This design comes from an exercise in tuning for a short achievable clock period and few clock cycles on the open sky130 flow, not from production work.
In this exercise RTL edits were held to simulation tests only and were not proved equivalent to the original.
Power figures rest on the tool's default switching activity, not on a simulated workload.

==> v30: inputs <==
Design riscv_core, start of the top module:
module riscv_core #(
    parameter DATA_MEM_SIZE = 1024
) (
    input  logic        clk,
    input  logic        rst_n,
    output logic [31:0] instr_rd_addr,
    input  logic [31:0] instr_rd_data,
    output logic [31:0] data_rd_addr,
    input  logic [31:0] data_rd_data,
    output logic [1:0]  data_wr,
    output logic [31:0] data_wr_addr,
    output logic [31:0] data_wr_data,
    output logic [2:0]  halt
);
    function automatic logic [31:0] ksadd(input logic [31:0] x, input logic [31:0] y, input logic ci);
        logic [31:0] g, p, gg, pp, g2, p2;
        g  = x & y;
        p  = x ^ y;
        gg = {g[31:1], g[0] | (p[0] & ci)};
        pp = p;
        for (int k = 1; k < 32; k = k * 2) begin
            g2 = gg;
            p2 = pp;
            for (int i = k; i < 32; i = i + 1) begin
                g2[i] = gg[i] | (pp[i] & gg[i-k]);
                p2[i] = pp[i] & pp[i-k];
  ...
clock: 10.0 ns
lec_check: 0
abc_area: 0
abc_clock_period_in_ps: 3000
cap_margin: 20
core_margin: 2
core_utilization: 40
place_density: 0.6
slew_margin: 20
standard.sh (not shown) runs the stock make flow with config.mk's settings and CLKGATE_MAP_FILE= SYNTH_SCRIPT=/design/flow/synth_recipe.tcl, a recipe that flattens the netlist after the stock synthesis.
==> flow/flow/run.sh <==
#!/bin/bash
set -euo pipefail
export SETUP_SLACK_MARGIN=${MARGIN:-6.5}
export BUFFER_PORTS_ARGS="-buffer_cell sky130_fd_sc_hd__buf_4"
bash standard.sh > standard_flow.log 2>&1
==> inputs of v21, as changes to v30 <==
--- a/flow/design.v
+++ b/flow/design.v
@@ -94,10 +94,14 @@
     logic [31:0] t_base, t_off, t_full;   
     logic        p_jalr;      
     logic        i_valid, i_hit;
     logic [1:0]  i_ctr;
     logic [31:0] i_pc, i_pn;
+    logic        s_v, s_hit, s_ired;       
+    logic [1:0]  s_ctr;
+    logic [31:0] s_ins, s_pc, s_pn;
+    logic [19:0] s_pc_hi_p, s_pc_hi_m;
     logic        d_valid, d_hit, d_ired;
     logic [1:0]  d_ctr;
     logic [31:0] d_pc, d_pn, d_pdiff, d_ins, d_immbj;
     logic        e_valid;
     logic [31:0] e_pc, e_a, e_b, e_bx, e_sd, e_imm, e_immbj, e_link, e_jcmp;
@@ -250,23 +254,29 @@
     assign h1_e = use1 && rs1 != 5'd0 && e_valid && rs1 == e_rd;
     assign h2_e = use2 && rs2 != 5'd0 && e_valid && rs2 == e_rd;
     logic [31:0] iw;
     logic [4:0]  i_rs1, i_rs2, ld_rd_d, ld_rd_e;
     logic        i_use1, i_use2, nh_e, nh_m, d_he, d_hm;
+    logic [31:0] q;           
+    logic [4:0]  q_rs1, q_rs2;
     assign iw     = instr_rd_data;
     assign i_rs1  = iw[19:15];
     assign i_rs2  = iw[24:20];
-    assign i_use1 = iw[6:0] == 7'b0110011 || iw[6:0] == 7'b0010011 || iw[6:0] == 7'b0000011 ||
-                    iw[6:0] == 7'b0100011 || iw[6:0] == 7'b1100011 || iw[6:0] == 7'b1100111;
-    assign i_use2 = iw[6:0] == 7'b0110011 || iw[6:0] == 7'b0100011 || iw[6:0] == 7'b1100011;
+    assign q      = s_v ? s_ins : iw;
+    assign q_rs1  = q[19:15];
+    assign q_rs2  = q[24:20];
+    assign i_use1 = q[6:0] == 7'b0110011 || q[6:0] == 7'b0010011 || q[6:0] == 7'b0000011 ||
+                    q[6:0] == 7'b0100011 || q[6:0] == 7'b1100011 || q[6:0] == 7'b1100111;
+    assign i_use2 = q[6:0] == 7'b0110011 || q[6:0] == 7'b0100011 || q[6:0] == 7'b1100011;
     assign ld_rd_d = (d_valid && is_ld) ? rd : 5'd0;
     assign ld_rd_e = (e_valid && e_ld) ? e_rd : 5'd0;
-    assign nh_e = (i_use1 && i_rs1 != 5'd0 && i_rs1 == ld_rd_d) || (i_use2 && i_rs2 != 5'd0 && i_rs2 == ld_rd_d);
-    assign nh_m = (i_use1 && i_rs1 != 5'd0 && i_rs1 == ld_rd_e) || (i_use2 && i_rs2 != 5'd0 && i_rs2 == ld_rd_e);
-    logic d_stall, d_refetch;
-    assign d_stall = d_valid && (d_he || d_hm);
-    assign d_refetch = d_stall && i_valid;
+    assign nh_e = (i_use1 && q_rs1 != 5'd0 && q_rs1 == ld_rd_d) || (i_use2 && q_rs2 != 5'd0 && q_rs2 == ld_rd_d);
+    assign nh_m = (i_use1 && q_rs1 != 5'd0 && q_rs1 == ld_rd_e) || (i_use2 && q_rs2 != 5'd0 && q_rs2 == ld_rd_e);
+    logic d_stall, d_refetch, f_hold;
+    assign d_stall   = d_valid && (d_he || d_hm);
+    assign d_refetch = d_stall && s_v && i_valid;
+    assign f_hold    = d_stall && d_he && (s_v || i_valid) && !d_refetch;
     logic pn_tgt, pn_link;
     assign pn_tgt  = d_ired || d_pdiff == imm_bj;
     assign pn_link = !d_ired && d_pdiff == 32'd4;
     logic        i_isjal, i_isbr, i_isjalr, i_guess, i_fuse, i_off4, i_redirect;
     logic [31:0] i_immbj, i_immi, i_imm;
@@ -276,11 +286,11 @@
     assign i_isjalr = iw[6:0] == 7'b1100111;
     assign i_immbj  = i_isjal ? {{11{iw[31]}}, iw[31], iw[19:12], iw[20], iw[30:21], 1'b0} :
                                 {{19{iw[31]}}, iw[31], iw[7], iw[30:25], iw[11:8], 1'b0};
     assign i_immi   = {{20{iw[31]}}, iw[31:20]};
     assign i_guess  = (i_rs1 == i_rs2) ? (iw[14:12] == 3'h0 || (iw[14] && iw[12])) : iw[31];
-    assign i_fuse   = i_isjalr && iw[14:12] == 3'h0 && d_valid && is_auipc && rd != 5'd0 &&
+    assign i_fuse   = i_isjalr && iw[14:12] == 3'h0 && !s_v && d_valid && is_auipc && rd != 5'd0 &&
                       rd == i_rs1 && ins[31:12] == 20'h0;
     assign i_imm    = i_isjalr ? i_immi : i_immbj;
     assign s_b      = {1'b0, i_pc[11:0]} + {1'b0, iw[7], iw[30:25], iw[11:8], 1'b0};
     assign s_j      = add12(i_pc[11:0], {iw[20], iw[30:21], 1'b0});
     assign s_i      = add12(d_pc[11:0], iw[31:20]);
@@ -395,10 +405,11 @@
     always_comb begin
         if (m_bmis)          f_rest = m_btgt;
         else if (p_jalr)     f_rest = m_addr;
         else if (p_d2)       f_rest = t_full;
         else if (d_refetch)  f_rest = i_pc;
+        else if (f_hold)     f_rest = fa_eff;
         else if (dz_fire)    f_rest = d_lnk;
         else                 f_rest = fnext;
     end
     logic d_z, dz_fire;
     assign d_z = e_fa ? (m_res == e_nimm) : (e_a == e_nimm);
@@ -419,10 +430,11 @@
             hfix_v  <= 1'b0;
             p_d2    <= 1'b0;
             m_bu    <= 1'b0;
             p_jalr  <= 1'b0;
             i_valid <= 1'b0;
+            s_v     <= 1'b0;
             d_valid <= 1'b0;
             e_valid <= 1'b0;
             m_rd    <= 5'd0;
             m_brv   <= 1'b0;
             m_wr    <= 2'd0;
@@ -445,17 +457,21 @@
             fa_o <= ({32{m_bmis}} & m_btgt) |
                     ({32{!m_bmis && p_jalr}} & m_addr) |
                     ({32{!m_bmis && !p_jalr && p_d2}} & t_full) |
                     ({32{!m_bmis && !p_jalr && !p_d2 && d_refetch}} & i_pc) |
                     ({32{sel_i}} & {20'h0, i_tlo[11:0]}) |
+                    ({32{!m_bmis && !p_jalr && !p_d2 && !d_refetch && f_hold}} & fa_eff) |
                     ({32{!m_bmis && !p_jalr && !p_d2 && !d_refetch && dz_fire}} & d_lnk) |
-                    ({32{!m_bmis && !p_jalr && !p_d2 && !d_refetch && !dz_fire && !i_redirect}} & fnext);
+                    ({32{!m_bmis && !p_jalr && !p_d2 && !d_refetch && !f_hold && !dz_fire && !i_redirect}} & fnext);
             p_jalr  <= e_jmis;
-            i_valid <= !(e_redirect || p_jalr || d_refetch || d_redirect || i_redirect || p_d || p_d2 || dz_fire);
+            i_valid <= !(e_redirect || p_jalr || d_refetch || d_redirect || i_redirect || p_d || p_d2 || dz_fire || f_hold);
+            if (e_redirect || d_redirect || dz_fire) s_v <= 1'b0;
+            else if (!d_stall)                       s_v <= s_v && i_valid;
+            else                                     s_v <= s_v || i_valid;
             m_bu    <= ev && (e_jal || e_jalr || e_br);
             if (e_redirect)    d_valid <= 1'b0;
-            else if (!d_stall) d_valid <= i_valid && !d_redirect && !dz_fire;
+            else if (!d_stall) d_valid <= (s_v || i_valid) && !d_redirect && !dz_fire;
             e_valid <= d_valid && !d_stall && !e_redirect;
             m_rd  <= ev ? e_rd : 5'd0;
             m_ld  <= ev && e_ld;
             m_mem <= ev && (e_ld || e_st);
             m_wr  <= (ev && e_st) ? (e_f3[1] ? 2'd3 : e_f3[0] ? 2'd2 : 2'd1) : 2'd0;
@@ -482,26 +498,36 @@
         i_pc_hi_m <= fa_eff[31:12] - 20'd1;
         hfix_lo2  <= i_tlo[1:0];
         i_pn  <= fnext;
         i_hit <= f_hit;
         i_ctr <= bt_c[fi];
+        if (s_v ? !d_stall : d_stall) begin
+            s_ins     <= instr_rd_data;
+            s_pc      <= i_pc;
+            s_pn      <= i_pn;
+            s_ired    <= i_redirect;
+            s_pc_hi_p <= i_pc_hi_p;
+            s_pc_hi_m <= i_pc_hi_m;
+            s_hit     <= i_hit;
+            s_ctr     <= i_ctr;
+        end
         if (!d_stall) begin
             d_he    <= nh_e;
             d_hm    <= nh_m;
-            d_ins   <= instr_rd_data;
-            d_immbj <= (iw[6:0] == 7'b1101111) ?
-                       {{11{iw[31]}}, iw[31], iw[19:12], iw[20], iw[30:21], 1'b0} :
-                       {{19{iw[31]}}, iw[31], iw[7], iw[30:25], iw[11:8], 1'b0};
-            d_pc    <= i_pc;
-            d_pn    <= i_pn;
-            d_pdiff <= i_pn - i_pc;
-            d_lnk   <= i_pc + 32'd4;
-            d_ired  <= i_redirect;
-            d_pc_hi_p <= i_pc_hi_p;
-            d_pc_hi_m <= i_pc_hi_m;
-            d_hit   <= i_hit;
-            d_ctr   <= i_ctr;
+            d_ins   <= q;
+            d_immbj <= (q[6:0] == 7'b1101111) ?
+                       {{11{q[31]}}, q[31], q[19:12], q[20], q[30:21], 1'b0} :
+                       {{19{q[31]}}, q[31], q[7], q[30:25], q[11:8], 1'b0};
+            d_pc    <= s_v ? s_pc : i_pc;
+            d_pn    <= s_v ? s_pn : i_pn;
+            d_pdiff <= s_v ? s_pn - s_pc : i_pn - i_pc;
+            d_lnk   <= s_v ? s_pc + 32'd4 : i_pc + 32'd4;
+            d_ired  <= s_v ? s_ired : i_redirect;
+            d_pc_hi_p <= s_v ? s_pc_hi_p : i_pc_hi_p;
+            d_pc_hi_m <= s_v ? s_pc_hi_m : i_pc_hi_m;
+            d_hit   <= s_v ? s_hit : i_hit;
+            d_ctr   <= s_v ? s_ctr : i_ctr;
         end else begin
             d_he  <= 1'b0;
             d_hm  <= d_he;
         end
         e_pc      <= d_pc;
==> notes <==
Between v30 and v21, the lower fmax is in v21 (gap 0.86%, measured against v21).
In v21 the setup slack is lower than in v30, by 35 ps.
Against v21, the clock skew of v30 is higher by 41 ps.
Global-route usage: v30 is higher than v21 (0.59 points).
Between v21 and v30, the lower register-to-register slack is in v21 (gap 230 ps).
Of v30 and v21, v21 has the higher synthesized cell count (gap 5.4%, measured against v21).
Against v21, the via count of v30 is smaller by 4.4%.
In v21 the non-clock buffer count is lower than in v30, by 28.
Of v30 and v21, v30 has the higher clock-buffer cell count (gap 26).
Worst hold slack: v30 is lower than v21 (3.0 ps).
==> figures <==
quantity                                                                        v30          v21
Result of the run                                          timing/DRC/antenna clean  timing/DRC/antenna clean
Num CTS Buffers                                                                 374          370
Post-Route Utilization                                                       0.4848       0.4795
Destination of the worst hold path                                         u_tag[1]      w_f3[1]
Fraction of the mapped netlist area in compound gates                       0.09036      0.09185
Finished Cell Area                                                      202,300 µm²  210,200 µm²
Number of cells on the worst reg-to-reg path                                     18           17
Design internal power                                                      26.30 mW     27.05 mW
Worst slew margin relative to its limit                                      0.1749       0.1785
Worst setup slack after placement                                           3813 ps      3941 ps
Final sequential cell count                                                   3,468        3,608
Synth cell types                                                                 96          109
Sw frac                                                                      0.2738       0.2727
Worst hold margin                                                          325.1 ps     328.0 ps
Portion of netlist area occupied by mux cells                                0.1582       0.1587
Combinational Power Share                                                     0.154        0.156
Estimated wirelength of the detail-placed design                           404.3 mm     422.1 mm
Wire length of the first global-routing pass                               883.1 mm     910.1 mm
Post-synthesis share of cell area spent on and, or, nand and nor gates      0.07483      0.07537
Horizontal die dimension                                                   651.9 µm     667.8 µm
Share of cells above drive strength 1                                        0.2830       0.2723
Testbench counts of v30, summed over its fixed seeds: cycles 57,942.
Testbench counts of v21, summed over its fixed seeds: cycles 57,716.

==> inputs of run R <==
Another version of the RTL of riscv_core (not shown whole).
==> flow/config.mk <==
export PLATFORM = sky130hd
export DESIGN_NAME = riscv_core
export DESIGN_NICKNAME = riscv_core
export VERILOG_FILES = /design/flow/design.v
export SDC_FILE = /design/flow/constraint.sdc
export NUM_CORES = 4
export LEC_CHECK = 0
export ABC_AREA = 0
export ABC_CLOCK_PERIOD_IN_PS = 3000
export CAP_MARGIN = 20
export CORE_MARGIN = 2
export CORE_UTILIZATION = 40
export PLACE_DENSITY = 0.6
export SLEW_MARGIN = 20
==> flow/constraint.sdc <==
create_clock -name core_clock -period 10.0 [get_ports {clk}]
set_input_delay 2.0000 -clock core_clock [delete_from_list [all_inputs] [get_ports {clk}]]
set_output_delay 2.0000 -clock core_clock [all_outputs]
set_load 0.01 [all_outputs]
Scripts as last shown in full above: flow/flow/run.sh
==> run D: changes against run R <==
--- a/flow/design.v
+++ b/flow/design.v
@@ -403,11 +403,11 @@
                     ({32{!m_bmis && !p_jalr && d_refetch}} & i_pc) |
                     ({32{!m_bmis && !p_jalr && !d_refetch && d_redirect}} & {d_pc[31:12], d_tlo}) |
                     ({32{sel_i}} & i_tgt) |
                     ({32{!m_bmis && !p_jalr && !d_refetch && !d_redirect && !i_redirect}} & fnext);
             p_jalr  <= e_jmis;
-            i_valid <= !(e_redirect || d_refetch || d_redirect || i_redirect);
+            i_valid <= !(e_redirect || p_jalr || d_refetch || d_redirect || i_redirect);
             if (e_redirect)    d_valid <= 1'b0;
             else if (!d_stall) d_valid <= i_valid && !d_redirect;
             e_valid <= d_valid && !d_stall && !e_redirect;
             m_rd  <= ev ? e_rd : 5'd0;
             m_ld  <= ev && e_ld;
==> run C: changes against run R <==
--- a/flow/design.v
+++ b/flow/design.v
@@ -91,12 +91,11 @@
     logic [31:0] e_uval;      
     logic [31:0] e_unegd;     
     logic        e_hit, e_ptaken, e_off4;
     logic [1:0]  e_ctr;
     logic [2:0]  e_f3;
-    logic [31:0] m_res, m_addr, m_wdata, m_btgt;
-    logic        m_brv, m_taken, m_ptaken;
+    logic [31:0] m_res, m_addr, m_wdata;
     logic [1:0]  m_wr;
     logic [4:0]  m_rd;
     logic        m_ld, m_mem;
     logic [2:0]  m_f3;
     logic [31:0] w_res;
@@ -308,13 +307,13 @@
     assign b  = e_fb ? m_res : e_b;
     assign sd = e_fs ? m_res : e_sd;
     logic [31:0] sum, addr;
     always_comb begin
         case ({e_fa, e_fb})
-            2'b00:   sum = e_sub ? e_a + e_bx + 32'd1 : e_a + e_b;
-            2'b10:   sum = e_sub ? m_res + e_bx + 32'd1 : m_res + e_b;
-            2'b01:   sum = e_sub ? e_a + ~m_res + 32'd1 : e_a + m_res;
+            2'b00:   sum = e_a + e_bx + {31'h0, e_sub};
+            2'b10:   sum = ksadd(m_res, e_bx, e_sub);
+            2'b01:   sum = e_sub ? ksadd(e_a, ~m_res, 1'b1) : ksadd(e_a, m_res, 1'b0);
             default: sum = e_sub ? 32'h0 : {m_res[30:0], 1'b0};
         endcase
     end
     assign addr = e_fa ? ksadd(m_res, e_imm, 1'b0) : e_a + e_imm;
     logic [31:0] sll_r, sr_r;
@@ -333,53 +332,51 @@
             default: c = c11;
         endcase
     end
     logic eq, lt, ltu;
     assign {eq, lt, ltu} = c;
-    logic [31:0] res, res_o;
-    assign res = e_sel[0] ? sum : res_o;
+    logic [31:0] res;
     always_comb begin
-        res_o = 32'h0;
-        if (e_sel[1]) res_o = res_o | (a ^ b);
-        if (e_sel[2]) res_o = res_o | (a | b);
-        if (e_sel[3]) res_o = res_o | (a & b);
-        if (e_sel[4]) res_o = res_o | sll_r;
-        if (e_sel[5]) res_o = res_o | sr_r;
-        if (e_sel[6]) res_o = res_o | {31'h0, lt};
-        if (e_sel[7]) res_o = res_o | {31'h0, ltu};
-        if (e_sel[8]) res_o = res_o | e_link;
+        res = 32'h0;
+        if (e_sel[0]) res = res | sum;
+        if (e_sel[1]) res = res | (a ^ b);
+        if (e_sel[2]) res = res | (a | b);
+        if (e_sel[3]) res = res | (a & b);
+        if (e_sel[4]) res = res | sll_r;
+        if (e_sel[5]) res = res | sr_r;
+        if (e_sel[6]) res = res | {31'h0, lt};
+        if (e_sel[7]) res = res | {31'h0, ltu};
+        if (e_sel[8]) res = res | e_link;
     end
     logic cond, taken;
     always_comb begin
         case (e_f3[2:1])
             2'b00:   cond = eq;
             2'b10:   cond = lt;
             default: cond = ltu;
         endcase
         taken = cond ^ e_f3[0];
     end
-    logic jalr_ok, m_bmis, ev, e_jmis, e_redirect;
-    assign m_bmis  = m_brv && (m_taken != m_ptaken);
-    assign ev      = e_valid && !m_bmis;
+    logic jalr_ok, e_bmis, e_jmis, e_redirect;
     assign jalr_ok = e_fa ? (m_res == e_jcmp) : (e_a == e_jcmp);
-    assign e_jmis  = ev && e_jalr && !jalr_ok;
-    assign e_redirect = m_bmis || e_jmis;
+    assign e_bmis  = e_valid && e_br && !e_off4 && (taken != e_ptaken);
+    assign e_jmis  = e_valid && e_jalr && !jalr_ok;
+    assign e_redirect = e_bmis || e_jmis;
     logic sel_i;
-    assign sel_i = i_redirect && !m_bmis && !p_jalr && !d_refetch && !d_redirect;
+    assign sel_i = i_redirect && !e_bmis && !p_jalr && !d_refetch && !d_redirect;
     logic bt_upd;
-    assign bt_upd = ev && (e_jal || e_jalr || (e_br && (taken || e_hit)));
+    assign bt_upd = e_valid && (e_jal || e_jalr || (e_br && (taken || e_hit)));
     always_ff @(posedge clk) begin
         if (!rst_n) begin
             fa      <= 32'h0;
             fa_o    <= 32'h0;
             fx      <= 1'b0;
             p_jalr  <= 1'b0;
             i_valid <= 1'b0;
             d_valid <= 1'b0;
             e_valid <= 1'b0;
             m_rd    <= 5'd0;
-            m_brv   <= 1'b0;
             m_wr    <= 2'd0;
             m_ld    <= 1'b0;
             m_mem   <= 1'b0;
             w_rd    <= 5'd0;
             w_ld    <= 1'b0;
@@ -390,38 +387,37 @@
             bt_v    <= 32'h0;
             bt_pt   <= 32'h0;
             u_v     <= 1'b0;
         end else begin
             if (sel_i)           fa <= i_tgt;
-            else if (m_bmis)     fa <= m_btgt;
+            else if (e_bmis)     fa <= e_ptaken ? e_link : e_target;
             else if (p_jalr)     fa <= m_addr;
             else if (d_refetch)  fa <= i_pc;
             else if (d_redirect) fa <= {d_pc[31:12], d_tlo};
             else                 fa <= fnext;
-            fx <= !m_bmis && !p_jalr && !d_refetch && d_redirect;
-            fa_o <= ({32{m_bmis}} & m_btgt) |
-                    ({32{!m_bmis && p_jalr}} & m_addr) |
-                    ({32{!m_bmis && !p_jalr && d_refetch}} & i_pc) |
-                    ({32{!m_bmis && !p_jalr && !d_refetch && d_redirect}} & {d_pc[31:12], d_tlo}) |
+            fx <= !e_bmis && !p_jalr && !d_refetch && d_redirect;
+            fa_o <= ({32{e_bmis}} & (e_ptaken ? e_link : e_target)) |
+                    ({32{!e_bmis && p_jalr}} & m_addr) |
+                    ({32{!e_bmis && !p_jalr && d_refetch}} & i_pc) |
+                    ({32{!e_bmis && !p_jalr && !d_refetch && d_redirect}} & {d_pc[31:12], d_tlo}) |
                     ({32{sel_i}} & i_tgt) |
-                    ({32{!m_bmis && !p_jalr && !d_refetch && !d_redirect && !i_redirect}} & fnext);
+                    ({32{!e_bmis && !p_jalr && !d_refetch && !d_redirect && !i_redirect}} & fnext);
             p_jalr  <= e_jmis;
             i_valid <= !(e_redirect || d_refetch || d_redirect || i_redirect);
             if (e_redirect)    d_valid <= 1'b0;
             else if (!d_stall) d_valid <= i_valid && !d_redirect;
             e_valid <= d_valid && !d_stall && !e_redirect;
-            m_rd  <= ev ? e_rd : 5'd0;
-            m_ld  <= ev && e_ld;
-            m_mem <= ev && (e_ld || e_st);
-            m_wr  <= (ev && e_st) ? (e_f3[1] ? 2'd3 : e_f3[0] ? 2'd2 : 2'd1) : 2'd0;
-            m_brv <= ev && e_br && !e_off4;
+            m_rd  <= e_valid ? e_rd : 5'd0;
+            m_ld  <= e_valid && e_ld;
+            m_mem <= e_valid && (e_ld || e_st);
+            m_wr  <= (e_valid && e_st) ? (e_f3[1] ? 2'd3 : e_f3[0] ? 2'd2 : 2'd1) : 2'd0;
             w_rd <= m_rd;
             w_ld <= m_ld;
             x_rd <= w_rd;
             if (d_valid && !legal) halt0 <= 1'b1;
             if (m_mem && m_addr[31:10] != 22'h0) halt1 <= 1'b1;
-            if (ev && e_env) halt2 <= 1'b1;
+            if (e_valid && e_env) halt2 <= 1'b1;
             u_v <= bt_upd;
             if (u_v) begin
                 bt_v[u_idx]  <= 1'b1;
                 bt_pt[u_idx] <= u_j || u_c[1];
             end
@@ -491,13 +487,10 @@
         e_jcmp    <= (redir_any || d_ired) ? e_uval : d_pn - imm_i;
         e_auipc   <= is_auipc;
         e_uval    <= d_pc + imm_u;
         e_unegd   <= 32'd8 - imm_u;
         m_res   <= res;
-        m_taken <= taken;
-        m_ptaken <= e_ptaken;
-        m_btgt  <= e_ptaken ? e_link : e_target;
         m_addr  <= addr;
         m_wdata <= sd;
         m_f3    <= e_f3;
         w_res <= m_res;
         w_f3  <= m_f3;
==> notes <==
Between run C and run D, the lower sequential share of layout area is in run D (gap 0.66 points). Of run D and run R, run R has the higher core utilization (gap 0.31 points). Against run R, the combinational power of run D is smaller by 14%. Critical path depth: run C > run R > run D. Clock skew, lowest first: run D, run C, run R. Total power, lowest first: run D, run C, run R.
Testbench counts of run R, summed over its fixed seeds: cycles 58,757.
Testbench counts of run D, summed over its fixed seeds: cycles 58,757.
Testbench counts of run C, summed over its fixed seeds: cycles 57,892.

-- re-timing with driven ports --
The flow's constraints put no driver on any port. The routed layouts listed below were extracted and timed again, unchanged, in two steps.
Step 1 assumes that a clkbuf_16 drives the clock port and a buf_2 every other input.
Step 2 moves the port delays by t, midway between the first and last clock arrival at a register: inputs arrive t later, outputs are due t later. That takes back most of the time a late clock gives input paths.
Slacks: ideal / step 1 / step 2; pairs: ideal / step 1.
run | shift t [ns] | slack for setup (ns) | slew at the worst register clock pin (ns) | cell pins on the clock port's net
v30 | 1.088 | 5.909 / 5.871 / 4.783 | 0.07 / 0.07 | 1
v21 | 1.082 | 5.874 / 5.874 / 4.883 | 0.07 / 0.07 | 1
run R | 1.058 | 6.004 / 5.870 / 4.812 | 0.07 / 0.07 | 1
run D | 1.066 | 6.078 / 6.086 / 5.021 | 0.08 / 0.08 | 1
run C | 1.058 | 5.277 / 5.277 / 4.413 | 0.07 / 0.07 | 1
After both steps setup and hold are still met in every run listed. The setup slack of run R, which loses most, moves by -0.134 ns with the drivers and by -1.192 ns with both steps.
